Context: an optimization exercise on an open-source flow, tuned for small area. The choices shown serve that exercise and are no tape-out recipe. Function was checked by simulation only, so behaviour that the tests miss may differ from the original. No activity file was given, so power comes from the tool's default toggle rates.

--- flow/config.mk ---
export PLATFORM = sky130hd
export DESIGN_NAME = hdmi_text_top
export DESIGN_NICKNAME = hdmi_text_top
export VERILOG_FILES = /design/flow/design.v
export SDC_FILE = /design/flow/constraint.sdc
export NUM_CORES = 4
export LEC_CHECK = 0
export ABC_AREA = 1
export CAP_MARGIN = 20
export CORE_MARGIN = 2
export CORE_UTILIZATION = 40
export SLEW_MARGIN = 20
--- flow/constraint.sdc ---
create_clock -name core_clock -period 10.0 [get_ports {clk}]
set_input_delay 2.0000 -clock core_clock [delete_from_list [all_inputs] [get_ports {clk}]]
set_output_delay 2.0000 -clock core_clock [all_outputs]
set_load 0.01 [all_outputs]
--- flow/design.v ---
module font_rom(code, row, col, bit_out);
  input [5:0] code;
  wire [5:0] code;
  input [2:0] row;
  wire [2:0] row;
  input [2:0] col;
  wire [2:0] col;
  output bit_out;
  wire bit_out;
  wire _000_;
  wire _001_;
  wire _002_;
  wire _003_;
  wire _004_;
  wire _005_;
  wire _006_;
  wire _007_;
  wire _008_;
  wire _009_;
  wire _010_;
  wire _011_;
  wire _012_;
  wire _013_;
  wire _014_;
  wire _015_;
  wire _016_;
  wire _017_;
  wire _018_;
  wire _019_;
  wire _020_;
  wire _021_;
  wire _022_;
  wire _023_;
  wire _024_;
  wire _025_;
  wire _026_;
  wire _027_;
  wire _028_;
  wire _029_;
  wire _030_;
  wire _031_;
  wire _032_;
  wire _033_;
  wire _034_;
  wire _035_;
  wire _036_;
  wire _037_;
  wire _038_;
  wire _039_;
  wire _040_;
  wire _041_;
  wire _042_;
  wire _043_;
  wire _044_;
  wire _045_;
  wire _046_;
  wire _047_;
  wire _048_;
  wire _049_;
  wire _050_;
  wire _051_;
  wire _052_;
  wire _053_;
  wire _054_;
  wire _055_;
  wire _056_;
  wire _057_;
  wire _058_;
  wire _059_;
  wire _060_;
  wire _061_;
  wire _062_;
  wire _063_;
  wire _064_;
  wire _065_;
  wire _066_;
  wire _067_;
  wire _068_;
  wire _069_;
  wire _070_;
  wire _071_;
  wire _072_;
  wire _073_;
  wire _074_;
  wire _075_;
  wire _076_;
  wire _077_;
  wire _078_;
  wire _079_;
  wire _080_;
  wire _081_;
  wire _082_;
  wire _083_;
  wire _084_;
  wire _085_;
  wire _086_;
  wire _087_;
  wire _088_;
  wire _089_;
  wire _090_;
  wire _091_;
  wire _092_;
  wire _093_;
  wire _094_;
  wire _095_;
  wire _096_;
  wire _097_;
  wire _098_;
  wire _099_;
  wire _100_;
  wire _101_;
  wire _102_;
  wire _103_;
  wire _104_;
  wire _105_;
  wire _106_;
  wire _107_;
  wire _108_;
  wire _109_;
  wire _110_;
  wire _111_;
  wire _112_;
  wire _113_;
  wire _114_;
  wire _115_;
  wire _116_;
  wire _117_;
  wire _118_;
  wire _119_;
  wire _120_;
  wire _121_;
  wire _122_;
  wire _123_;
  wire _124_;
  wire _125_;
  wire _126_;
  wire _127_;
  wire _128_;
  wire _129_;
  wire _130_;
  wire _131_;
  wire _132_;
  wire _133_;
  wire _134_;
  wire _135_;
  wire _136_;
  wire _137_;
  wire _138_;
  wire _139_;
  wire _140_;
  wire _141_;
  wire _142_;
  wire _143_;
  wire _144_;
  wire _145_;
  wire _146_;
  wire _147_;
  wire _148_;
  wire _149_;
  wire _150_;
  wire _151_;
  wire _152_;
  wire _153_;
  wire _154_;
  wire _155_;
  wire _156_;
  wire _157_;
  wire _158_;
  wire _159_;
  wire _160_;
  wire _161_;
  wire _162_;
  wire _163_;
  wire _164_;
  wire _165_;
  wire _166_;
  wire _167_;
  wire _168_;
  wire _169_;
  wire _170_;
  wire _171_;
  wire _172_;
  wire _173_;
  wire _174_;
  wire _175_;
  wire _176_;
  wire _177_;
  wire _178_;
  wire _179_;
  wire _180_;
  wire _181_;
  wire _182_;
  wire _183_;
  wire _184_;
  wire _185_;
  wire _186_;
  wire _187_;
  wire _188_;
  wire _189_;
  wire _190_;
  wire _191_;
  wire _192_;
  wire _193_;
  wire _194_;
  wire _195_;
  wire _196_;
  wire _197_;
  wire _198_;
  wire _199_;
  wire _200_;
  wire _201_;
  wire _202_;
  wire _203_;
  wire _204_;
  wire _205_;
  wire _206_;
  wire _207_;
  wire _208_;
  wire _209_;
  wire _210_;
  wire _211_;
  wire _212_;
  wire _213_;
  wire _214_;
  wire _215_;
  wire _216_;
  wire _217_;
  wire _218_;
  wire _219_;
  wire _220_;
  wire _221_;
  wire _222_;
  wire _223_;
  wire _224_;
  wire _225_;
  wire _226_;
  wire _227_;
  wire _228_;
  wire _229_;
  wire _230_;
  wire _231_;
  wire _232_;
  wire _233_;
  wire _234_;
  wire _235_;
  wire _236_;
  wire _237_;
  wire _238_;
  wire _239_;
  wire _240_;
  wire _241_;
  wire _242_;
  wire _243_;
  wire _244_;
  wire _245_;
  wire _246_;
  wire _247_;
  wire _248_;
  wire _249_;
  wire _250_;
  wire _251_;
  wire _252_;
  wire _253_;
  wire _254_;
  wire _255_;
  wire _256_;
  wire _257_;
  wire _258_;
  wire _259_;
  wire _260_;
  wire _261_;
  wire _262_;
  wire _263_;
  wire _264_;
  wire _265_;
  wire _266_;
  wire _267_;
  wire _268_;
  wire _269_;
  wire _270_;
  wire _271_;
  wire _272_;
  wire _273_;
  wire _274_;
  wire _275_;
  wire _276_;
  wire _277_;
  wire _278_;
  wire _279_;
  wire _280_;
  wire _281_;
  wire _282_;
  wire _283_;
  wire _284_;
  wire _285_;
  wire _286_;
  wire _287_;
  wire _288_;
  wire _289_;
  wire _290_;
  wire _291_;
  wire _292_;
  wire _293_;
  wire _294_;
  wire _295_;
  wire _296_;
  wire _297_;
  wire _298_;
  wire _299_;
  wire _300_;
  wire _301_;
  wire _302_;
  wire _303_;
  wire _304_;
  wire _305_;
  wire _306_;
  wire _307_;
  wire _308_;
  wire _309_;
  wire _310_;
  wire _311_;
  wire _312_;
  wire _313_;
  wire _314_;
  wire _315_;
  wire _316_;
  wire _317_;
  wire _318_;
  wire _319_;
  wire _320_;
  wire _321_;
  wire _322_;
  wire _323_;
  wire _324_;
  wire _325_;
  wire _326_;
  wire _327_;
  wire _328_;
  wire _329_;
  wire _330_;
  wire _331_;
  wire _332_;
  wire _333_;
  wire _334_;
  wire _335_;
  wire _336_;
  wire _337_;
  wire _338_;
  wire _339_;
  wire _340_;
  wire _341_;
  wire _342_;
  wire _343_;
  wire _344_;
  wire _345_;
  wire _346_;
  wire _347_;
  wire _348_;
  wire _349_;
  wire _350_;
  wire _351_;
  wire _352_;
  wire _353_;
  wire _354_;
  wire _355_;
  wire _356_;
  wire _357_;
  wire _358_;
  wire _359_;
  wire _360_;
  wire _361_;
  wire _362_;
  wire _363_;
  wire _364_;
  wire _365_;
  wire _366_;
  wire _367_;
  wire _368_;
  wire _369_;
  wire _370_;
  wire _371_;
  wire _372_;
  wire _373_;
  wire _374_;
  wire _375_;
  wire _376_;
  wire _377_;
  wire _378_;
  wire _379_;
  wire _380_;
  wire _381_;
  wire _382_;
  wire _383_;
  wire _384_;
  wire _385_;
  wire _386_;
  wire _387_;
  wire _388_;
  wire _389_;
  wire _390_;
  wire _391_;
  wire _392_;
  wire _393_;
  wire _394_;
  wire _395_;
  wire _396_;
  wire _397_;
  wire _398_;
  wire _399_;
  wire _400_;
  wire _401_;
  wire _402_;
  wire _403_;
  wire _404_;
  wire _405_;
  wire _406_;
  wire _407_;
  wire _408_;
  wire _409_;
  wire _410_;
  wire _411_;
  wire _412_;
  wire _413_;
  wire _414_;
  wire _415_;
  wire _416_;
  wire _417_;
  wire _418_;
  wire _419_;
  wire _420_;
  wire _421_;
  wire _422_;
  wire _423_;
  wire _424_;
  wire _425_;
  wire _426_;
  wire _427_;
  wire _428_;
  wire _429_;
  wire _430_;
  wire _431_;
  wire _432_;
  wire _433_;
  wire b;
  assign _040_ = ~code[1];
  assign _051_ = ~col[2];
  assign _062_ = ~row[0];
  assign _073_ = ~(row[1] | row[2]);
  assign _084_ = row[1] & row[2];
  assign _095_ = ~(_084_ | _073_);
  assign _106_ = _062_ & ~(_095_);
  assign _117_ = col[0] & ~(col[1]);
  assign _128_ = row[1] & row[0];
  assign _139_ = _117_ & ~(_128_);
  assign _150_ = ~_139_;
  assign _161_ = _150_ & ~(_106_);
  assign _172_ = col[1] & ~(col[0]);
  assign _183_ = _172_ & ~(_084_);
  assign _194_ = _161_ & ~(_183_);
  assign _205_ = _051_ & ~(_194_);
  assign _216_ = _172_ & _073_;
  assign _227_ = ~(row[1] | col[1]);
  assign _238_ = row[0] | row[2];
  assign _249_ = _227_ & ~(_238_);
  assign _260_ = _249_ | _216_;
  assign _271_ = ~(col[2] | row[2]);
  assign _282_ = ~(_128_ & col[0]);
  assign _293_ = _271_ & ~(_282_);
  assign _304_ = col[2] & ~(col[0]);
  assign _315_ = _304_ & ~(col[1]);
  assign _326_ = row[1] ? row[2] : row[0];
  assign _337_ = _315_ & ~(_326_);
  assign _348_ = ~(_337_ | _293_);
  assign _359_ = _260_ | ~(_348_);
  assign _370_ = ~(_359_ | _205_);
  assign _379_ = ~col[1];
  assign _380_ = row[0] & ~(row[1]);
  assign _381_ = _380_ & ~(_379_);
  assign _382_ = code[0] & ~(_381_);
  assign _383_ = col[2] & ~(_382_);
  assign _384_ = _383_ | _106_;
  assign _385_ = _370_ & ~(_384_);
  assign _386_ = ~code[0];
  assign _387_ = ~(_172_ | _117_);
  assign _388_ = row[1] & ~(row[2]);
  assign _389_ = ~_388_;
  assign _390_ = _387_ & ~(_389_);
  assign _391_ = code[0] | ~(code[1]);
  assign _392_ = code[2] & ~(_391_);
  assign _393_ = col[2] & ~(col[1]);
  assign _394_ = row[2] & ~(row[1]);
  assign _395_ = _394_ & _393_;
  assign _396_ = _392_ & ~(_395_);
  assign _397_ = code[2] & ~(code[1]);
  assign _398_ = _386_ & ~(_128_);
  assign _399_ = col[0] & ~(col[2]);
  assign _400_ = col[1] & ~(col[2]);
  assign _401_ = ~_400_;
  assign _402_ = _401_ & ~(_315_);
  assign _403_ = _402_ & ~(_399_);
  assign _404_ = _401_ & ~(_106_);
  assign _405_ = _404_ | _403_;
  assign _406_ = _398_ & ~(_405_);
  assign _407_ = _397_ & ~(_406_);
  assign _408_ = ~(_407_ | _396_);
  assign _409_ = _062_ ? _095_ : _389_;
  assign _410_ = ~(_409_ | _401_);
  assign _411_ = ~_394_;
  assign _412_ = ~(row[1] | row[0]);
  assign _413_ = ~(_412_ | _128_);
  assign _414_ = _413_ & ~(row[2]);
  assign _415_ = ~(row[0] & row[2]);
  assign _416_ = ~(_399_ | _304_);
  assign _417_ = _415_ & ~(_416_);
  assign _418_ = _417_ | _414_;
  assign _419_ = _411_ & ~(_418_);
  assign _420_ = _379_ & ~(_419_);
  assign _421_ = ~(_420_ | _410_);
  assign _422_ = row[1] & ~(col[2]);
  assign _423_ = _422_ | row[2];
  assign _424_ = col[0] & col[1];
  assign _425_ = code[0] & ~(code[2]);
  assign _426_ = _425_ | _424_;
  assign _427_ = _423_ & ~(_426_);
  assign _428_ = ~(_427_ | _421_);
  assign _429_ = ~_227_;
  assign _430_ = ~(col[0] | row[0]);
  assign _431_ = ~_430_;
  assign _432_ = row[1] & col[1];
  assign _433_ = ~(_432_ | _227_);
  assign _000_ = ~_433_;
  assign _001_ = _431_ ? _429_ : _000_;
  assign _002_ = row[1] ? col[2] : row[0];
  assign _003_ = _002_ & ~(_001_);
  assign _004_ = _051_ & ~(_387_);
  assign _005_ = row[1] & ~(col[1]);
  assign _006_ = _005_ & ~(_392_);
  assign _007_ = _006_ | _004_;
  assign _008_ = row[2] & ~(_412_);
  assign _009_ = _392_ & ~(_008_);
  assign _010_ = row[2] & ~(row[0]);
  assign _011_ = _009_ | ~(_010_);
  assign _012_ = _007_ & ~(_011_);
  assign _013_ = _012_ | _003_;
  assign _014_ = _013_ | _428_;
  assign _015_ = ~(_014_ | _408_);
  assign _016_ = _387_ | ~(_073_);
  assign _017_ = _016_ | ~(_015_);
  assign _018_ = _017_ & ~(_390_);
  assign _019_ = _386_ & ~(_018_);
  assign _020_ = ~_397_;
  assign _021_ = row[2] & ~(code[0]);
  assign _022_ = _021_ | _424_;
  assign _023_ = ~(_022_ & _001_);
  assign _024_ = _405_ & ~(_023_);
  assign _025_ = _024_ | _020_;
  assign _026_ = _025_ | _019_;
  assign _027_ = code[1] & ~(code[2]);
  assign _028_ = col[1] & col[2];
  assign _029_ = _028_ & ~(_413_);
  assign _030_ = _413_ & _387_;
  assign _031_ = code[0] | row[2];
  assign _032_ = _031_ | _030_;
  assign _033_ = _032_ | _029_;
  assign _034_ = _027_ & ~(_033_);
  assign _035_ = _026_ & ~(_034_);
  assign _036_ = _035_ | _385_;
  assign _037_ = code[0] & ~(col[1]);
  assign _038_ = _037_ & ~(col[2]);
  assign _039_ = _038_ & _095_;
  assign _041_ = _380_ & ~(col[1]);
  assign _042_ = _422_ | _380_;
  assign _043_ = ~(col[1] ^ row[2]);
  assign _044_ = _042_ & ~(_043_);
  assign _045_ = _040_ & ~(_044_);
  assign _046_ = ~(_045_ | _041_);
  assign _047_ = _046_ & _039_;
  assign _048_ = ~(code[0] & row[0]);
  assign _049_ = _021_ & ~(code[2]);
  assign _050_ = _048_ & ~(_049_);
  assign _052_ = ~(_050_ | _387_);
  assign _053_ = row[1] | ~(code[1]);
  assign _054_ = _052_ & ~(_053_);
  assign _055_ = _054_ | _047_;
  assign _056_ = _392_ & ~(_370_);
  assign _057_ = _056_ | _055_;
  assign _058_ = _036_ & ~(_057_);
  assign _059_ = ~(code[0] | col[2]);
  assign _060_ = ~_059_;
  assign _061_ = _060_ | _058_;
  assign _063_ = ~_424_;
  assign _064_ = _402_ & ~(_386_);
  assign _065_ = col[0] & ~(_415_);
  assign _066_ = _021_ & ~(_227_);
  assign _067_ = _066_ | _065_;
  assign _068_ = _067_ | _064_;
  assign _069_ = col[0] & row[2];
  assign _070_ = row[0] & ~(col[0]);
  assign _071_ = _070_ | row[1];
  assign _072_ = ~(_071_ | _069_);
  assign _074_ = _008_ | _386_;
  assign _075_ = ~(_074_ | _072_);
  assign _076_ = _068_ ? _063_ : _075_;
  assign _077_ = _061_ & ~(_076_);
  assign _078_ = _040_ & ~(_077_);
  assign _079_ = _379_ & ~(_399_);
  assign _080_ = _073_ & ~(_304_);
  assign _081_ = _080_ & _079_;
  assign _082_ = ~(code[2] | code[1]);
  assign _083_ = _082_ & ~(_432_);
  assign _085_ = _083_ & ~(_081_);
  assign _086_ = _249_ | _386_;
  assign _087_ = _085_ & ~(_086_);
  assign _088_ = _038_ | _040_;
  assign _089_ = _106_ & ~(_088_);
  assign _090_ = _089_ | _087_;
  assign _091_ = _415_ & ~(_028_);
  assign _092_ = _429_ & ~(_091_);
  assign _093_ = col[1] | ~(code[2]);
  assign _094_ = _084_ & ~(_093_);
  assign _096_ = _094_ | _092_;
  assign _097_ = _090_ & ~(_096_);
  assign _098_ = _058_ & ~(_097_);
  assign _099_ = ~(_098_ & _051_);
  assign _100_ = ~code[2];
  assign _101_ = code[1] & code[0];
  assign _102_ = _101_ & ~(_100_);
  assign _103_ = ~col[0];
  assign _104_ = _028_ & ~(_103_);
  assign _105_ = _102_ & ~(_104_);
  assign _107_ = _106_ | ~(_402_);
  assign _108_ = _106_ & ~(_402_);
  assign _109_ = _108_ | _380_;
  assign _110_ = _109_ | ~(_107_);
  assign _111_ = ~(_110_ & _105_);
  assign _112_ = _099_ & ~(_111_);
  assign _113_ = _381_ & ~(col[0]);
  assign _114_ = _370_ & ~(_113_);
  assign _115_ = code[0] & ~(_114_);
  assign _116_ = ~(code[0] | col[1]);
  assign _118_ = _116_ | ~(_161_);
  assign _119_ = _118_ | _115_;
  assign _120_ = _101_ & _315_;
  assign _121_ = _023_ & ~(_120_);
  assign _122_ = _059_ | _388_;
  assign _123_ = _121_ ? _060_ : _122_;
  assign _124_ = _411_ & ~(_123_);
  assign _125_ = _124_ | code[2];
  assign _126_ = _119_ & ~(_125_);
  assign _127_ = ~(_400_ | _393_);
  assign _129_ = _127_ | _062_;
  assign _130_ = ~(_129_ | _348_);
  assign _131_ = ~(col[2] & row[2]);
  assign _132_ = _271_ | ~(_131_);
  assign _133_ = ~(_380_ | _227_);
  assign _134_ = _133_ | _030_;
  assign _135_ = _238_ & ~(_430_);
  assign _136_ = _432_ & ~(_135_);
  assign _137_ = _134_ & ~(_136_);
  assign _138_ = _132_ & ~(_137_);
  assign _140_ = ~(_138_ | _130_);
  assign _141_ = col[1] & ~(_304_);
  assign _142_ = ~(_141_ | _315_);
  assign _143_ = _140_ & ~(_142_);
  assign _144_ = _392_ & ~(_143_);
  assign _145_ = _144_ | _082_;
  assign _146_ = _145_ | _126_;
  assign _147_ = _146_ | _112_;
  assign _148_ = _147_ | _078_;
  assign _149_ = _405_ | _398_;
  assign _151_ = _116_ | ~(_082_);
  assign _152_ = _149_ & ~(_151_);
  assign _153_ = _084_ & ~(_062_);
  assign _154_ = code[4] | ~(code[3]);
  assign _155_ = _154_ | _153_;
  assign _156_ = _102_ & _383_;
  assign _157_ = _156_ | _155_;
  assign _158_ = _157_ | _152_;
  assign _159_ = _148_ & ~(_158_);
  assign _160_ = ~(code[4] | code[3]);
  assign _162_ = _131_ | row[0];
  assign _163_ = _105_ & ~(_162_);
  assign _164_ = _098_ & ~(_163_);
  assign _165_ = _160_ & ~(_164_);
  assign _166_ = _059_ & ~(_370_);
  assign _167_ = col[2] & ~(_391_);
  assign _168_ = _167_ | _166_;
  assign _169_ = _418_ & ~(_127_);
  assign _170_ = _386_ & ~(_169_);
  assign _171_ = code[1] ? _140_ : _170_;
  assign _173_ = col[0] ? col[1] : col[2];
  assign _174_ = _271_ | ~(_173_);
  assign _175_ = _171_ & ~(_174_);
  assign _176_ = _168_ & ~(_175_);
  assign _177_ = ~(_388_ & _062_);
  assign _178_ = _424_ & ~(_177_);
  assign _179_ = ~(_178_ | _403_);
  assign _180_ = _040_ & ~(_415_);
  assign _181_ = _180_ | col[1];
  assign _182_ = _370_ & ~(_181_);
  assign _184_ = ~(_182_ | _179_);
  assign _185_ = _010_ & _172_;
  assign _186_ = _185_ | _386_;
  assign _187_ = _186_ | _046_;
  assign _188_ = row[1] ? _079_ : _051_;
  assign _189_ = ~(_424_ | _271_);
  assign _190_ = _062_ & ~(_189_);
  assign _191_ = _430_ & ~(_131_);
  assign _192_ = _191_ | _190_;
  assign _193_ = _188_ & ~(_192_);
  assign _195_ = _101_ & ~(_193_);
  assign _196_ = _195_ | ~(_187_);
  assign _197_ = _196_ & ~(_184_);
  assign _198_ = col[2] & ~(_033_);
  assign _199_ = _198_ | code[2];
  assign _200_ = _199_ | _197_;
  assign _201_ = _200_ | _176_;
  assign _202_ = _405_ | code[0];
  assign _203_ = _400_ & _084_;
  assign _204_ = _037_ | ~(_397_);
  assign _206_ = _204_ | _203_;
  assign _207_ = _206_ | _081_;
  assign _208_ = _202_ & ~(_207_);
  assign _209_ = _416_ & ~(_062_);
  assign _210_ = _209_ | _429_;
  assign _211_ = ~_412_;
  assign _212_ = ~(_400_ & row[2]);
  assign _213_ = _211_ & ~(_212_);
  assign _214_ = col[1] | row[2];
  assign _215_ = ~(_392_ & _214_);
  assign _217_ = _215_ | _213_;
  assign _218_ = _210_ & ~(_217_);
  assign _219_ = row[1] | col[2];
  assign _220_ = _010_ & ~(_219_);
  assign _221_ = _102_ & ~(_220_);
  assign _222_ = _128_ & ~(col[2]);
  assign _223_ = _222_ | _063_;
  assign _224_ = _103_ & ~(_394_);
  assign _225_ = _224_ & ~(_127_);
  assign _226_ = _223_ & ~(_225_);
  assign _228_ = _221_ & ~(_226_);
  assign _229_ = code[3] | ~(code[4]);
  assign _230_ = _229_ | _153_;
  assign _231_ = _230_ | _228_;
  assign _232_ = _231_ | _218_;
  assign _233_ = _232_ | _208_;
  assign _234_ = _201_ & ~(_233_);
  assign _235_ = ~(_400_ & _388_);
  assign _236_ = row[0] & ~(_235_);
  assign _237_ = ~row[2];
  assign _239_ = _237_ & ~(_128_);
  assign _240_ = _239_ | ~(_403_);
  assign _241_ = row[2] ? _429_ : _037_;
  assign _242_ = code[0] & ~(_153_);
  assign _243_ = _242_ | _412_;
  assign _244_ = ~(_243_ & _241_);
  assign _245_ = _240_ & ~(_244_);
  assign _246_ = _082_ & ~(_245_);
  assign _247_ = _304_ & _095_;
  assign _248_ = _413_ & ~(_103_);
  assign _250_ = _010_ & _422_;
  assign _251_ = _250_ | _080_;
  assign _252_ = _251_ | _248_;
  assign _253_ = _252_ | _247_;
  assign _254_ = ~_172_;
  assign _255_ = _398_ & ~(_254_);
  assign _256_ = _253_ ? _116_ : _255_;
  assign _257_ = _256_ | ~(_246_);
  assign _258_ = _257_ & ~(_015_);
  assign _259_ = _258_ | _236_;
  assign _261_ = row[0] ? row[1] : code[0];
  assign _262_ = ~(_261_ | _424_);
  assign _263_ = _127_ & ~(_262_);
  assign _264_ = _348_ & ~(_129_);
  assign _265_ = _394_ & ~(_424_);
  assign _266_ = ~(_177_ | _079_);
  assign _267_ = _266_ | _265_;
  assign _268_ = _267_ | _264_;
  assign _269_ = _268_ | _263_;
  assign _270_ = _388_ & ~(_141_);
  assign _272_ = _150_ & ~(_270_);
  assign _273_ = code[0] & ~(_272_);
  assign _274_ = ~(_380_ & _117_);
  assign _275_ = ~(_274_ & _027_);
  assign _276_ = _397_ & _117_;
  assign _277_ = _275_ & ~(_276_);
  assign _278_ = _254_ & ~(_038_);
  assign _279_ = _394_ & ~(_278_);
  assign _280_ = _279_ | _277_;
  assign _281_ = _280_ | _273_;
  assign _283_ = _269_ & ~(_281_);
  assign _284_ = _260_ | col[2];
  assign _285_ = _390_ | ~(_190_);
  assign _286_ = _285_ | _284_;
  assign _287_ = ~(_433_ & row[0]);
  assign _288_ = _091_ & ~(_287_);
  assign _289_ = _393_ & ~(_128_);
  assign _290_ = ~(_289_ | _191_);
  assign _291_ = ~(_290_ & _221_);
  assign _292_ = _291_ | _288_;
  assign _294_ = _286_ & ~(_292_);
  assign _295_ = _070_ | ~(_238_);
  assign _296_ = ~(_116_ & _397_);
  assign _297_ = _295_ & ~(_296_);
  assign _298_ = ~(code[4] & code[3]);
  assign _299_ = _298_ | _297_;
  assign _300_ = _299_ | _294_;
  assign _301_ = _300_ | _283_;
  assign _302_ = _259_ & ~(_301_);
  assign _303_ = _302_ | code[5];
  assign _305_ = _303_ | _234_;
  assign _306_ = _305_ | _165_;
  assign _307_ = _306_ | _159_;
  assign _308_ = _084_ | code[0];
  assign _309_ = _393_ & ~(_308_);
  assign _310_ = _184_ | ~(_309_);
  assign _311_ = _059_ & ~(_394_);
  assign _312_ = _311_ & ~(_421_);
  assign _313_ = _413_ & ~(_212_);
  assign _314_ = _313_ & ~(_076_);
  assign _316_ = _314_ | _020_;
  assign _317_ = _316_ | _312_;
  assign _318_ = _310_ & ~(_317_);
  assign _319_ = _059_ & ~(_424_);
  assign _320_ = row[0] & ~(_319_);
  assign _321_ = code[2] & ~(_320_);
  assign _322_ = _321_ | _398_;
  assign _323_ = _282_ & ~(_081_);
  assign _324_ = _386_ & ~(_323_);
  assign _325_ = _212_ & ~(_324_);
  assign _327_ = _322_ & ~(_325_);
  assign _328_ = code[1] & ~(_327_);
  assign _329_ = _328_ & ~(_428_);
  assign _330_ = _038_ | _386_;
  assign _331_ = _413_ ? _237_ : _330_;
  assign _332_ = _331_ | _421_;
  assign _333_ = _381_ | ~(_398_);
  assign _334_ = _333_ & ~(_052_);
  assign _335_ = _271_ & ~(_334_);
  assign _336_ = _413_ & ~(_430_);
  assign _338_ = _309_ & ~(_336_);
  assign _339_ = _039_ | ~(_082_);
  assign _340_ = _339_ | _338_;
  assign _341_ = _340_ | _335_;
  assign _342_ = _332_ & ~(_341_);
  assign _343_ = _009_ | ~(_160_);
  assign _344_ = _343_ | _342_;
  assign _345_ = _344_ | _329_;
  assign _346_ = _345_ | _318_;
  assign _347_ = ~(_403_ & _412_);
  assign _349_ = _101_ & _084_;
  assign _350_ = _100_ & ~(_349_);
  assign _351_ = _413_ & ~(_401_);
  assign _352_ = _102_ & ~(_351_);
  assign _353_ = _352_ | _350_;
  assign _354_ = _347_ & ~(_353_);
  assign _355_ = _132_ | _001_;
  assign _356_ = _431_ & ~(_235_);
  assign _357_ = _356_ | _386_;
  assign _358_ = _355_ & ~(_357_);
  assign _360_ = _101_ | code[2];
  assign _361_ = ~(_360_ | _358_);
  assign _362_ = _361_ & ~(_171_);
  assign _363_ = _362_ | _354_;
  assign _364_ = _173_ | _386_;
  assign _365_ = _028_ | _398_;
  assign _366_ = _364_ & ~(_365_);
  assign _367_ = _397_ & ~(_366_);
  assign _368_ = _211_ & ~(_215_);
  assign _369_ = _368_ | _155_;
  assign _371_ = _369_ | _367_;
  assign _372_ = _363_ & ~(_371_);
  assign _373_ = _239_ & ~(_229_);
  assign _374_ = ~(_373_ & _319_);
  assign _375_ = _374_ | ~(_085_);
  assign _376_ = ~(_375_ & code[5]);
  assign _377_ = _376_ | _372_;
  assign _378_ = _346_ & ~(_377_);
  assign bit_out = _307_ & ~(_378_);
  assign b = bit_out;
endmodule
module svo_tmds (
	input clk, resetn, de,
	input [1:0] ctrl,
	input din,
	output reg [9:0] dout0,
	output reg [9:0] dout12
);
	reg signed [3:0] cnt;
	reg [3:0] q_out;
	wire neg = cnt[3];
	always @(posedge clk) begin
		if (!resetn) begin
			cnt <= 0;
			q_out <= 0;
		end else if (!de) begin
			cnt <= 0;
			q_out <= {2'b01, ctrl};
		end else begin
			cnt <= neg ? cnt + (din ? 4'sd3 : 4'sd5) : cnt - 4'sd4;
			q_out <= {2'b10, neg, din};
		end
	end
	reg [9:0] data_word;
	always @(*) begin
		case (q_out[1:0])
			2'b00: data_word = 10'h100;
			2'b01: data_word = 10'h200;
			2'b10: data_word = 10'h3ff;
			2'b11: data_word = 10'h0ff;
		endcase
		if (q_out[3]) begin
			dout0 = data_word;
			dout12 = data_word;
		end else if (q_out[2]) begin
			case (q_out[1:0])
				2'b00: dout0 = 10'b1101010100;
				2'b01: dout0 = 10'b0010101011;
				2'b10: dout0 = 10'b0101010100;
				2'b11: dout0 = 10'b1010101011;
			endcase
			dout12 = 10'b1101010100;
		end else begin
			dout0 = 10'b0;
			dout12 = 10'b0;
		end
	end
endmodule
`timescale 1ns / 1ps
module svo_enc (
	input clk, resetn,
	output [9:0] disp_x,
	output [8:0] disp_y,
	output [3:0] rd_col,
	output [2:0] rd_grid_y,
	output de,
	output [1:0] ctrl,    
	output text           
);
	reg [10:0] hx;
	reg [9:0] ln;
	always @(posedge clk) begin
		if (!resetn) begin
			hx <= 11'd1214;
			ln <= 10'd720;
		end else begin
			hx <= (hx == 11'd1663) ? 11'd0 : hx + 11'd1;
			if (hx == 11'd1023)
				ln <= (ln == 10'd747) ? 10'd0 : ln + 10'd1;
		end
	end
	assign disp_x = hx[10] ? 10'd0 : hx[9:0];
	assign disp_y = ln[9] ? 9'd0 : ln[8:0];
	wire [10:0] hx_inc = hx + 11'd1;
	assign rd_col = hx_inc[10] ? 4'd0 : hx_inc[9:6];
	wire [9:0] ln_next = (hx == 11'd1023) ? ((ln == 10'd747) ? 10'd0 : ln + 10'd1) : ln;
	assign rd_grid_y = ln_next[9] ? 3'd0 : ln_next[8:6];
	wire late    = hx >= 11'd1024 && hx < 11'd1225;
	wire blank_h = hx >= 11'd1225 && hx < 11'd1609;
	wire hsync   = hx >= 11'd1289 && hx < 11'd1417;
	wire text_h  = hx >= 11'd9 && hx < 11'd1033;
	wire blank_v = late ? (ln >= 10'd721 || ln == 10'd0) : (ln >= 10'd720);
	wire vsync   = late ? (ln >= 10'd724 && ln < 10'd729) : (ln >= 10'd723 && ln < 10'd728);
	wire text_v  = late ? (ln >= 10'd1 && ln < 10'd513) : (ln < 10'd512);
	assign de = !(blank_h || blank_v);
	assign ctrl = {vsync, hsync};
	assign text = text_h && text_v;
endmodule
`timescale 1ns / 1ps
module svo_canvas (
    input            clk,
    input            resetn,
    input            user_clk,
    input      [2:0] user_data_3,
    input      [9:0] display_x,
    input      [8:0] display_y,
    input      [3:0] rd_col,
    input      [2:0] rd_grid_y,
    output           pixel
);
    reg [2:0] user_clk_q;
    wire user_clk_rise = user_clk_q[1] && !user_clk_q[2];
    wire user_clk_fall = !user_clk_q[1] && user_clk_q[2];
    reg       write_clk;
    reg       load_upper;
    reg [5:0] user_data_6;
    reg [6:0] last_pos;
    reg       any_wr;
    reg       two_wr;
    reg       enable_read_offset;
    reg [2:0] read_offset;
    wire       do_write = user_clk_rise && !write_clk;
    wire [6:0] wr_pos   = two_wr ? last_pos + 7'd1 : 7'd0;
    always @(posedge clk) begin
        if (!resetn) begin
            user_clk_q <= 0;
            write_clk <= 0;
            load_upper <= 0;
            user_data_6 <= 0;
            last_pos <= 0;
            any_wr <= 0;
            two_wr <= 0;
            enable_read_offset <= 0;
            read_offset <= 0;
        end else begin
            user_clk_q <= { user_clk_q[1:0], user_clk };
            if (user_clk_rise)
                write_clk <= !write_clk;
            if (user_clk_fall) begin
                load_upper <= !load_upper;
                if (load_upper)
                    user_data_6[5:3] <= user_data_3;
                else
                    user_data_6[2:0] <= user_data_3;
            end
            if (do_write) begin
                last_pos <= wr_pos;
                any_wr <= 1;
                two_wr <= any_wr;
                if (wr_pos == 7'd127)
                    enable_read_offset <= 1;
                if (enable_read_offset && wr_pos[3:0] == 0)
                    read_offset <= read_offset + 1;
            end
        end
    end
    wire [2:0] rd_row = rd_grid_y + read_offset;
    wire [6:0] rd_pos = { rd_row, rd_col };
    wire [2:0] lw_row = last_pos[6:4];
    wire [3:0] lw_col = last_pos[3:0];
    wire rd_valid = two_wr && ((rd_row < lw_row) ||
                               (rd_row == lw_row && rd_col <= lw_col) ||
                               (enable_read_offset && rd_row > lw_row));
    reg [3:0]  ph;
    reg [95:0] ring [0:7];
    reg        pa_v, pb_v;
    reg [5:0]  pa_d, pb_d;
    wire [6:0] pa_pos = last_pos;
    wire [6:0] pb_pos = last_pos - 7'd1;
    wire commit_a = pa_v && (pa_pos[3:0] ^ {pa_pos[4], 3'b000}) == ph;
    wire commit_b = pb_v && (pb_pos[3:0] ^ {pb_pos[4], 3'b000}) == ph;
    wire mem_write = do_write && any_wr;    
    wire [5:0] commit_d = commit_a ? pa_d : pb_d;
    wire [2:0] commit_row = commit_a ? pa_pos[6:4] : pb_pos[6:4];
    wire       commit = commit_a || commit_b;
    reg [5:0] ring_in [0:7];
    integer r;
    always @(*) begin
        for (r = 0; r < 8; r = r + 1)
            ring_in[r] = (commit && commit_row == r) ? commit_d : ring[r][5:0];
    end
    always @(posedge clk) begin
        for (r = 0; r < 8; r = r + 1)
            ring[r] <= { ring_in[r], ring[r][95:6] };
    end
    always @(posedge clk) begin
        if (!resetn) begin
            ph <= 0;
            pa_v <= 0;
            pb_v <= 0;
        end else begin
            ph <= ph + 4'd1;
            if (mem_write) begin
                pa_v <= 1;
                pa_d <= user_data_6;
                pb_v <= pa_v && !commit_a;
                pb_d <= pa_d;
            end else begin
                if (commit_a) pa_v <= 0;
                if (commit_b) pb_v <= 0;
            end
        end
    end
    wire [3:0] c  = display_x[9:6];
    wire [2:0] g  = display_y[8:6];
    wire [2:0] r0 = g + read_offset;
    wire [3:0] c1 = c + 4'd1;
    wire odd = r0[0];
    wire at_c   = ph == c;
    wire at_c8  = ph == (c ^ 4'd8);
    wire at_c1  = ph == c1;
    wire at_c18 = ph == (c1 ^ 4'd8);
    wire [2:0] row_sel = (odd == (at_c8 || at_c18)) ? r0 : r0 + 3'd1;
    reg  [5:0] ring_tap;
    always @(*) begin
        ring_tap = ring[0][5:0];
        for (r = 1; r < 8; r = r + 1)
            if (row_sel == r)
                ring_tap = ring[r][5:0];
    end
    wire [5:0] tap = (commit && commit_row == row_sel) ? commit_d : ring_tap;
    reg  [5:0] x00, x10, x01, x11;
    wire [5:0] f00 = (odd ? at_c8  : at_c ) ? tap : x00;
    wire [5:0] f10 = (odd ? at_c   : at_c8) ? tap : x10;
    wire [5:0] f01 = (odd ? at_c18 : at_c1) ? tap : x01;
    wire [5:0] f11 = (odd ? at_c1 : at_c18) ? tap : x11;
    wire colchg = rd_col != c;
    wire scroll = do_write && enable_read_offset && wr_pos[3:0] == 0;
    wire [5:0] cur   = colchg ? f01 : f00;    
    wire [5:0] below = colchg ? f11 : f10;    
    always @(posedge clk) begin
        x00 <= scroll ? below : cur;
        x10 <= below;
        x01 <= scroll ? f11 : f01;
        x11 <= f11;
    end
    wire [5:0] rd_data = (pa_v && rd_pos == pa_pos) ? pa_d :
                         (pb_v && rd_pos == pb_pos) ? pb_d :
                         cur;
    reg  [5:0] char_code_q;
    reg        pix_q;
    wire       font_bit;
    font_rom font_bitmaps (
        .code(char_code_q),
        .row(display_y[5:3]),
        .col(display_x[5:3]),
        .bit_out(font_bit)
    );
    always @(posedge clk) begin
        if (!resetn) begin
            char_code_q <= 0;
            pix_q <= 0;
        end else begin
            char_code_q <= rd_valid ? rd_data : 6'd0;
            pix_q <= font_bit;
        end
    end
    reg [8:0] pix_d;
    always @(posedge clk)
        pix_d <= { pix_d[7:0], pix_q };
    assign pixel = pix_d[8];
endmodule
`timescale 1ns / 1ps
module hdmi_text_top (
	input clk,
	input resetn,
	input user_clk,
	input [2:0] user_data_3,
	output [9:0] tmds_ch0,
	output [9:0] tmds_ch1,
	output [9:0] tmds_ch2
);
	reg [5:0] resetn_clk_pixel_q;
	always @(posedge clk)
		resetn_clk_pixel_q <= {resetn_clk_pixel_q, resetn};
	wire clk_pixel_resetn = resetn_clk_pixel_q[5];
	wire [9:0] display_x;
	wire [8:0] display_y;
	wire [3:0] rd_col;
	wire [2:0] rd_grid_y;
	wire de, text, pixel;
	wire [1:0] ctrl;
	svo_enc svo_enc (
		.clk(clk),
		.resetn(clk_pixel_resetn),
		.disp_x(display_x),
		.disp_y(display_y),
		.rd_col(rd_col),
		.rd_grid_y(rd_grid_y),
		.de(de),
		.ctrl(ctrl),
		.text(text)
	);
	svo_canvas svo_canvas (
		.clk(clk),
		.resetn(resetn),
		.user_clk(user_clk),
		.user_data_3(user_data_3),
		.display_x(display_x),
		.display_y(display_y),
		.rd_col(rd_col),
		.rd_grid_y(rd_grid_y),
		.pixel(pixel)
	);
	wire [9:0] tmds_ch12;
	svo_tmds svo_tmds (
		.clk(clk),
		.resetn(clk_pixel_resetn),
		.de(de),
		.ctrl(ctrl),
		.din(text && pixel),
		.dout0(tmds_ch0),
		.dout12(tmds_ch12)
	);
	assign tmds_ch1 = tmds_ch12;
	assign tmds_ch2 = tmds_ch12;
endmodule
--- flow/flow/run.sh ---
#!/bin/bash
set -euo pipefail
export CTS_ARGS="-sink_clustering_enable -repair_clock_nets -sink_clustering_size 22 -sink_clustering_max_diameter 50 -buf_list sky130_fd_sc_hd__clkbuf_8 -dont_use_dummy_load"
export BUFFER_PORTS_ARGS="-buffer_cell sky130_fd_sc_hd__buf_1"
bash standard.sh > standard.log 2>&1
--- flow/standard.sh ---
#!/bin/bash
# synth_recipe.tcl (not shown) runs the flow's synth.tcl, then flattens the netlist and writes it again
# the make line also repeats each setting of config.mk as NAME=value (left out here)
make -C /OpenROAD-flow-scripts/flow DESIGN_CONFIG=/design/flow/config.mk WORK_HOME=/design/flow/orfs CLKGATE_MAP_FILE= SYNTH_SCRIPT=/design/flow/synth_recipe.tcl "${@:-finish}"
==> flow_metrics.py, run 1 <==
metrics = {
    "worst_setup_path": {
        "timing.critical_path.from_type": "flop",
        "setup.worst_path.start": "svo_enc.hx[0]",
        "timing.rr.end": "svo_canvas.char_code_q[5]",
        "crit_required_ns": 10.52,
        "cp_max_fo": 7,
        "rrSetupSlack_ns": 4.60,
        "rr_worst_depth": 26,
        "cp-endpoint": "svo_canvas.char_code_q[5]",
        "critPathKind": "flop to flop",
        "r2r-start": "svo_enc.hx[0]",
        "worstPathArrival_ns": 5.92,
        "worst_setup_path_end_kind": "flop",
    },
    "yosys": {
        "synth_mux_area_share_pct": 0,
        "yosys.area_share.adder_pct": 2.87,
        "synth_xor_area_share_pct": 1.13,
        "synthSimpleGateAreaFrac_pct": 12.3,
        "yosys_most_used_dff": "dfxtp_1",
        "yosysSeqAreaShare_pct": 72.0,
        "syn_area_sq_um": 24800,
        "syn-num-nets": 2270,
        "async_reset_ff_share_pct": 0,
        "ys_warn_count": 6,
        "ys_ff_latch": 885,
        "synth_top_family_by_area": "simple AND/OR/NAND/NOR gates",
        "synth-edff-count": 12,
        "syn_inst": 2209,
        "synth_area_per_cell_sq_um": 11.2,
        "synth_compound_area_share_pct": 7.34,
        "synth.distinct_cells": 59,
    },
    "routing": {
        "drt-wirelength-per-cell_um": 15.9,
        "firstDrtPassIters": 6,
        "drtIter0Drc": 1008,
        "num_vias": 14274,
        "drc": 0,
        "wirelength_um": 48300,
        "ant_nets": 0,
        "via_per_inst": 4.69,
    },
    "run_status": {
        "status": "finished clean",
    },
    "cells_and_area": {
        "fin_nets": 2316,
        "drive_above_1_share_pct": 5.99,
        "n_antenna_cell": 0,
        "syn_to_final_growth_pct": 6.72,
    },
    "clock_network": {
        "clk_pin_slew_ns": 0.11,
        "cts-root-buf": "clkbuf_8",
        "cts_sinks": 885,
        "post_cts_buffers": 0,
        "htree_levels": 2,
        "cts_buffers": 60,
        "postCtsHoldBufs": 0,
        "clock_latency_ns": 0.70,
        "cts_tree": "yes",
        "clk_path_buf_depth": 3,
        "cts_resized": 0,
    },
    "global_routing": {
        "grt_max_degree": 23,
        "grt_pass1_vias": 13878,
        "grt_first_pass_wirelength_um": 76100,
        "grt_usage_pct": 15.3,
        "overflow": 0,
        "antenna_found_initial": 0,
    },
    "floorplan": {
        "die_w_um": 253,
        "fp.dieH_um": 253,
        "rows": 91,
        "dieArea_sq_um": 63900,
        "core-area_sq_um": 61500,
        "initial_core_util_pct": 40.3,
        "ios": 36,
    },
    "timing": {
        "finalHoldViolCount": 0,
        "layout_min_cycle_time_ns": 5.40,
        "fmax_mhz": 185,
        "slew_viol_final": 0,
        "rsz0062_at_grt": "no",
        "layout_setup_ws_ns": 4.60,
        "finalCritPeriodShare_pct": 54.0,
        "fin_skew_ns": 0.120,
        "worstMarginPinSlew_ns": 1.06,
        "finalSetupTns_ns": 0,
        "relSlewSlack_pct": 28.6,
        "setup_violations": 0,
    },
    "power": {
        "total_power_mw": 5.32,
        "ir_drop_mv": 0.152,
        "p_leak_nw": 10.9,
        "p_per_area_nw_per_um2": 201,
    },
    "placed_design": {
        "preCtsSetupSlack_ns": 4.72,
        "finalWeightedCongestion": 0.911,
        "portBuffers": 35,
        "place_hpwl_um": 34400,
    },
    "min_path": {
        "hold_path.class": "flop to flop",
    },
    "job": {
        "drv_cap": 0,
    },
}
[layout by cell type (no fill, tap or decap), types with 12 or more instances in the layout]
| cell | instances |
|---|---|
| nor3_1 | 23 |
| ha_1 | 52 |
| nand2_1 | 338 |
| dfxtp_1 | 873 |
| nand2_2 | 14 |
| edfxtp_1 | 12 |
| nor2_1 | 138 |
| inv_1 | 175 |
| buf_1 | 35 |
| xor2_1 | 23 |
| nand3_1 | 94 |
| clkbuf_8 | 60 |
| o21ai_0 | 131 |
| a21oi_1 | 84 |
| nand4_1 | 32 |
[layer usage]
metal | wire length (um) | up-vias | GRT usage (%)
met2 | 21300 | 335 | 24.4
met5 | 0 | - | 0
met3 | 2200 | 95 | 2.80
met4 | 1640 | 0 | 5.70
met1 | 23200 | 6687 | 20.7
li1 | - | 7157 | -
[per-stage QoR]
stage	std cells	hold WS [ns]	utilization [%]	instance area (sq um)
after detailed placement	2983	0.312	41.6	25600
after global placement	2983	0.310	41.6	25600
final	3043	0.241	43.0	26400
after floorplan	2209	0.310	-	24800
after CTS	3043	0.230	43.0	26400
after global routing	3043	0.242	43.0	26400
[registers in the layout, summed over array words and instances (netlist names), 3 cells and up]
register and cells:
resetn_clk_pixel_q 6, svo_canvas.char_code_q 6, svo_canvas.last_pos 7, svo_canvas.pa_d 6, svo_canvas.pb_d 6, svo_canvas.ph 4
svo_canvas.pix_d 9, svo_canvas.read_offset 3, svo_canvas.ring 768, svo_canvas.user_clk_q 3, svo_canvas.user_data_6 6, svo_canvas.x00 6
svo_canvas.x01 6, svo_canvas.x10 6, svo_canvas.x11 6, svo_enc.hx 11, svo_enc.ln 10, svo_tmds.cnt 4
svo_tmds.q_out 4
[logic make-up (layout without fill, tap and decap cells)]
group | Yosys count | in the layout
compound gates | 302 | 302
fa+ha+maj | 55 | 55
simple gates | 686 | 686
buf+inv | 249 | 293
xor+xnor | 32 | 32
flops | 885 | 885
[where the power goes]
group / switching (mW) / internal, mW
Combinational: 0.130 / 0.0783
Clock: 0.959 / 0.535
Sequential: 0.0327 / 3.58
Total: 1.12 / 4.20
[Yosys cell counts (3+ instances only)]
cell       number  share of area [%]
o2111ai_1       5               0.18
clkinv_1        6              0.091
nor3_1         24               0.48
a31oi_4         6               0.52
nor2_2          3              0.076
nand2_4         8               0.36
nor4_1          9               0.23
o22ai_1         9               0.23
dfxtp_1       873                 71
nor2_1        138                2.1
nand3_1        94                1.9
buf_4          22               0.67
a211oi_1        7               0.21
a21oi_1        84                1.7
o31ai_1        10               0.30
o21ai_0       132                2.7
nand4_1        32               0.81
buf_2          12               0.24
o211ai_1       11               0.33
fa_1            3               0.24
ha_1           52                2.6
inv_2           5              0.076
xor2_1         23               0.81
nand2_1       338                5.1
o21ai_2         4               0.14
or2_2          10               0.25
clkbuf_1       23               0.35
xnor2_1         9               0.32
edfxtp_1       12                1.5
a41oi_1         5               0.18
nand3_2         3               0.12
nand3b_1        5               0.15
inv_1         175                2.7
nand2_2        14               0.35
o21ai_1         8               0.16
[worst min path at each step]
stage	from	to	slack (ns)	cells past startpoint
finish	svo_canvas.ring[4][91]	svo_canvas.ring[4][85]	0.24	0
global route	svo_canvas.ring[4][91]	svo_canvas.ring[4][85]	0.24	0
CTS	svo_canvas.ring[4][91]	svo_canvas.ring[4][85]	0.23	0
detailed placement	svo_canvas.ring[0][6]	svo_canvas.ring[0][0]	0.31	0
global placement	svo_canvas.ring[4][75]	svo_canvas.ring[4][69]	0.31	0
floorplan	resetn_clk_pixel_q[0]	resetn_clk_pixel_q[1]	0.31	0
[critical path, cell delays in order (launching register included)]
cell	delay [ns]
dfxtp_1	0.41
ha_1	0.22
nand3_1	0.17
inv_2	0.09
nand4_2	0.13
nor2_1	0.16
nand2_1	0.19
inv_1	0.20
nand3_1	0.09
inv_1	0.08
nand2_1	0.06
nor2_1	0.14
inv_1	0.07
o21ai_0	0.17
nand3b_1	0.12
or2_2	0.30
fa_1	0.41
xor2_1	0.16
or2_1	0.23
nand2_1	0.10
inv_1	0.08
ha_1	0.28
inv_1	0.05
nor4_1	0.88
inv_1	0.18
o21ai_0	0.23
a21oi_1	0.07
[cell type report]
type,instances,area [sq um]
multi-input cells,1075,5870
inverters,187,704
fillers,5772,35000
well taps,790,988
flip-flops and latches,885,17800
clock buffers,60,826
repair buffers,46,214
==> inputs of run 2 (changes only) <==
==> flow/flow/run.sh (replaced) <==
#!/bin/bash
set -euo pipefail
export CTS_ARGS="-sink_clustering_enable -repair_clock_nets -sink_clustering_size 18 -sink_clustering_max_diameter 50 -buf_list sky130_fd_sc_hd__clkbuf_8 -dont_use_dummy_load"
export BUFFER_PORTS_ARGS="-buffer_cell sky130_fd_sc_hd__buf_1"
bash standard.sh > standard.log 2>&1
==> run 2 against run 1 <==
  * Power is 1.8% higher
  * Synthesized cell count stayed put
  * Clock power is 7% higher
  * Critical path depth stayed put
  * Via count is 0.53% higher
  * Clock skew is 0.043 ns lower
  * Combinational power hardly changed
  * Still clean
  * Cell count is 0.26% higher
  * Sequential power hardly changed
  * Global-route usage is 0.18 points higher
  * Register-to-register slack hardly changed
==> flow_metrics.py, run 2 <==
metrics = {
    "floorplan": {
        "fp.dieH_um": 253,
        "rows": 91,
        "dieArea_sq_um": 63900,
        "core-area_sq_um": 61500,
        "ios": 36,
        "initial_core_util_pct": 40.3,
        "die_w_um": 253,
    },
    "cells_and_area": {
        "largest_reg_flops": 768,
        "top_register": "svo_canvas.ring",
        "final_common_cell": "dfxtp_1",
        "final_cell_mix": "dfxtp_1, nand2_1, inv_1, nor2_1, o21ai_0",
        "syn_to_final_growth_pct": 7.16,
        "reg.largest.list": "svo_canvas.ring x768, svo_enc.hx x11, svo_enc.ln x10",
        "drive_above_1_share_pct": 6.32,
        "n_antenna_cell": 0,
        "regArea_sq_um": 17800,
        "multi_input_area_sq_um": 5870,
        "fin_nets": 2324,
        "fillers": 5767,
    },
    "yosys": {
        "yosysSeqAreaShare_pct": 72.0,
        "yosys_most_used_dff": "dfxtp_1",
        "synth_area_per_cell_sq_um": 11.2,
        "async_reset_ff_share_pct": 0,
        "synth_area_leaders": "dfxtp_1, nand2_1, o21ai_0, inv_1, ha_1",
        "yosysTopAreaCellShare_pct": 70.6,
        "yosysMostFrequentCell": "dfxtp_1",
        "syn-num-nets": 2270,
        "syn_area_sq_um": 24800,
        "synth.distinct_cells": 59,
        "synth-edff-count": 12,
        "yosysTopAreaCell": "dfxtp_1",
        "syn_inst": 2209,
        "ys_ff_latch": 885,
        "ys_warn_count": 6,
        "synth_common_cells": "dfxtp_1, nand2_1, inv_1, nor2_1, o21ai_0",
    },
    "timing": {
        "finalCritPeriodShare_pct": 54.0,
        "setup_violations": 0,
        "worstMarginPinSlew_ns": 1.06,
        "slew_viol_final": 0,
        "layout_min_cycle_time_ns": 5.40,
        "relSlewSlack_pct": 29.0,
        "worst_hold_slack_ns": 0.264,
        "finalSetupTns_ns": 0,
        "fmax_mhz": 185,
        "fin_skew_ns": 0.0777,
        "finalHoldViolCount": 0,
        "rsz0062_at_grt": "no",
    },
    "worst_setup_path": {
        "crit_required_ns": 10.49,
        "critPathTopFamily": "simple AND/OR/NAND/NOR gates",
        "rr_worst_depth": 26,
        "rrSetupSlack_ns": 4.60,
        "cp_max_fo": 7,
        "worst_setup_path_end_kind": "flop",
        "max_stage_delay_ns": 0.88,
        "timing.rr.end": "svo_canvas.char_code_q[5]",
        "crit_top_cell": "inv_1",
        "r2r-start": "svo_enc.hx[0]",
        "worstPathArrival_ns": 5.90,
        "crit_buf_inv": 7,
        "cp_slowest_cell": "nor4_1",
        "timing.critical_path.from_type": "flop",
        "critPathKind": "flop to flop",
    },
    "routing": {
        "drt-wirelength-per-cell_um": 15.9,
        "route.met2.wl_um": 21400,
        "firstDrtPassIters": 6,
        "dr.max_layer_used": "met4",
        "num_vias": 14349,
        "via_per_inst": 4.70,
        "drtIter0Drc": 1081,
        "route.met3.wl_um": 2330,
        "drc": 0,
        "wirelength_um": 48500,
        "m1WireLength_um": 23200,
        "ant_nets": 0,
    },
    "job": {
        "drv_cap": 0,
    },
    "power": {
        "power_frac_seq_pct": 66.8,
        "p_switching_mw": 1.14,
        "ir_drop_mv": 0.153,
        "p_comb_share_pct": 3.8,
        "p_leak_nw": 10.9,
        "p_clk_share_pct": 29.4,
        "intPower_mw": 4.27,
        "p_per_area_nw_per_um2": 204,
        "swShare_pct": 21.1,
    },
    "clock_network": {
        "clk_path_buf_depth": 3,
        "cts_tree": "yes",
        "post_cts_buffers": 0,
        "htree_levels": 3,
        "postCtsHoldBufs": 0,
        "clock_latency_ns": 0.65,
        "cts_buffers": 68,
        "cts_resized": 0,
        "clk_pin_slew_ns": 0.10,
        "cts_sinks": 885,
        "cts-root-buf": "clkbuf_8",
    },
    "global_routing": {
        "grt_max_degree": 21,
        "grt_first_pass_wirelength_um": 76500,
        "grt_usage_pct": 15.5,
        "grt_pass1_vias": 13979,
        "antenna_found_initial": 0,
        "overflow": 0,
    },
    "run_status": {
        "status": "finished clean",
    },
    "min_path": {
        "min_from": "svo_canvas.ring[3][90]",
        "hold_path.class": "flop to flop",
        "hold_depth": 0,
        "holdPathEnd": "svo_canvas.ring[3][84]",
    },
    "placed_design": {
        "finalWeightedCongestion": 0.911,
        "place_hpwl_um": 34400,
        "portBuffers": 35,
    },
}
[run 2: cell counts after synthesis]
No cell type changed its count.
[run 2: final cells by class]
type / count / area share, %
clock buffers: 68 / 3.53
inverters: 187 / 2.65
multi-input cells: 1075 / 22.1
flip-flops and latches: 885 / 67.2
well taps: 790 / 3.72
repair buffers: 46 / 0.806
[run 2: stage by stage]
step                std cells  setup slack [ns]  cell area, sq um  util [%]  total power [mW]
finish                   3051              4.60             26500      43.2              5.41
global route             3051              4.04             26500      43.2              5.67
CTS                      3051              4.67             26500      43.2              5.50
detailed placement       2983              4.72             25600      41.6              3.90
global placement         2983              4.96             25600      41.6              3.90
floorplan                2209              5.52             24800         -              3.86
[run 2: worst max-delay path by stage]
| stage | start | to | slack [ns] | depth (start not counted) |
|---|---|---|---|---|
| 6_report | svo_enc.hx[0] | svo_canvas.char_code_q[5] | 4.60 | 26 |
| 2_1_floorplan | svo_enc.hx[0] | svo_canvas.char_code_q[0] | 5.52 | 26 |
| 4_1_cts | svo_enc.hx[0] | svo_canvas.char_code_q[5] | 4.67 | 26 |
| 3_3_place_gp | svo_enc.hx[0] | svo_canvas.char_code_q[4] | 4.96 | 26 |
| 5_1_grt | svo_enc.hx[0] | svo_canvas.char_code_q[5] | 4.04 | 26 |
| 3_5_place_dp | svo_enc.hx[0] | svo_canvas.char_code_q[5] | 4.72 | 26 |
[run 2: cell families after synthesis]
group / after synthesis / share of synthesized area (%)
fa+ha+maj: 55 / 2.87
compound gates: 302 / 7.34
simple gates: 686 / 12.3
buf+inv: 249 / 4.33
xor+xnor: 32 / 1.13
flops: 885 / 72.0
[run 2: per-layer routing]
metal | vias to the layer above | GRT usage [%]
met5 | - | 0
met4 | 0 | 6.37
met3 | 105 | 2.97
met2 | 337 | 24.3
met1 | 6730 | 20.9
li1 | 7177 | -
[run 2: power groups by stage]
stage / clock network, mW / registers (mW) / logic, mW
floorplan: 0 / 3.68 / 0.177
global placement: 0 / 3.69 / 0.201
detailed placement: 0 / 3.70 / 0.208
CTS: 1.67 / 3.62 / 0.209
global route: 1.81 / 3.62 / 0.237
finish: 1.59 / 3.61 / 0.208

-- static timing again, ports no longer ideal --
No port has a modelled driver above. Below, the same layouts with a new extraction and two added sets of constraints.
Step 1 sets driving cells, clkbuf_16 on the clock port and buf_2 on the other inputs (assumed; they add their load-dependent delay and slew).
Step 2 moves the port delays by t, midway between the first and last clock arrival at a register: inputs arrive t later, outputs are due t later. That takes back most of the time a late clock gives input paths.
Three values: ideal ports, drivers, drivers and shift; two values: the first two.
run | t, ns | setup slack, ns | clock arrival spread, ns | worst register clock-pin slew, ns
run 1 | 0.700 | 4.601 / 4.601 / 4.601 | 0.122 / 0.122 | 0.12 / 0.12
run 2 | 0.668 | 4.595 / 4.595 / 4.595 | 0.078 / 0.078 | 0.11 / 0.11
After both steps setup and hold are still met in every run listed.
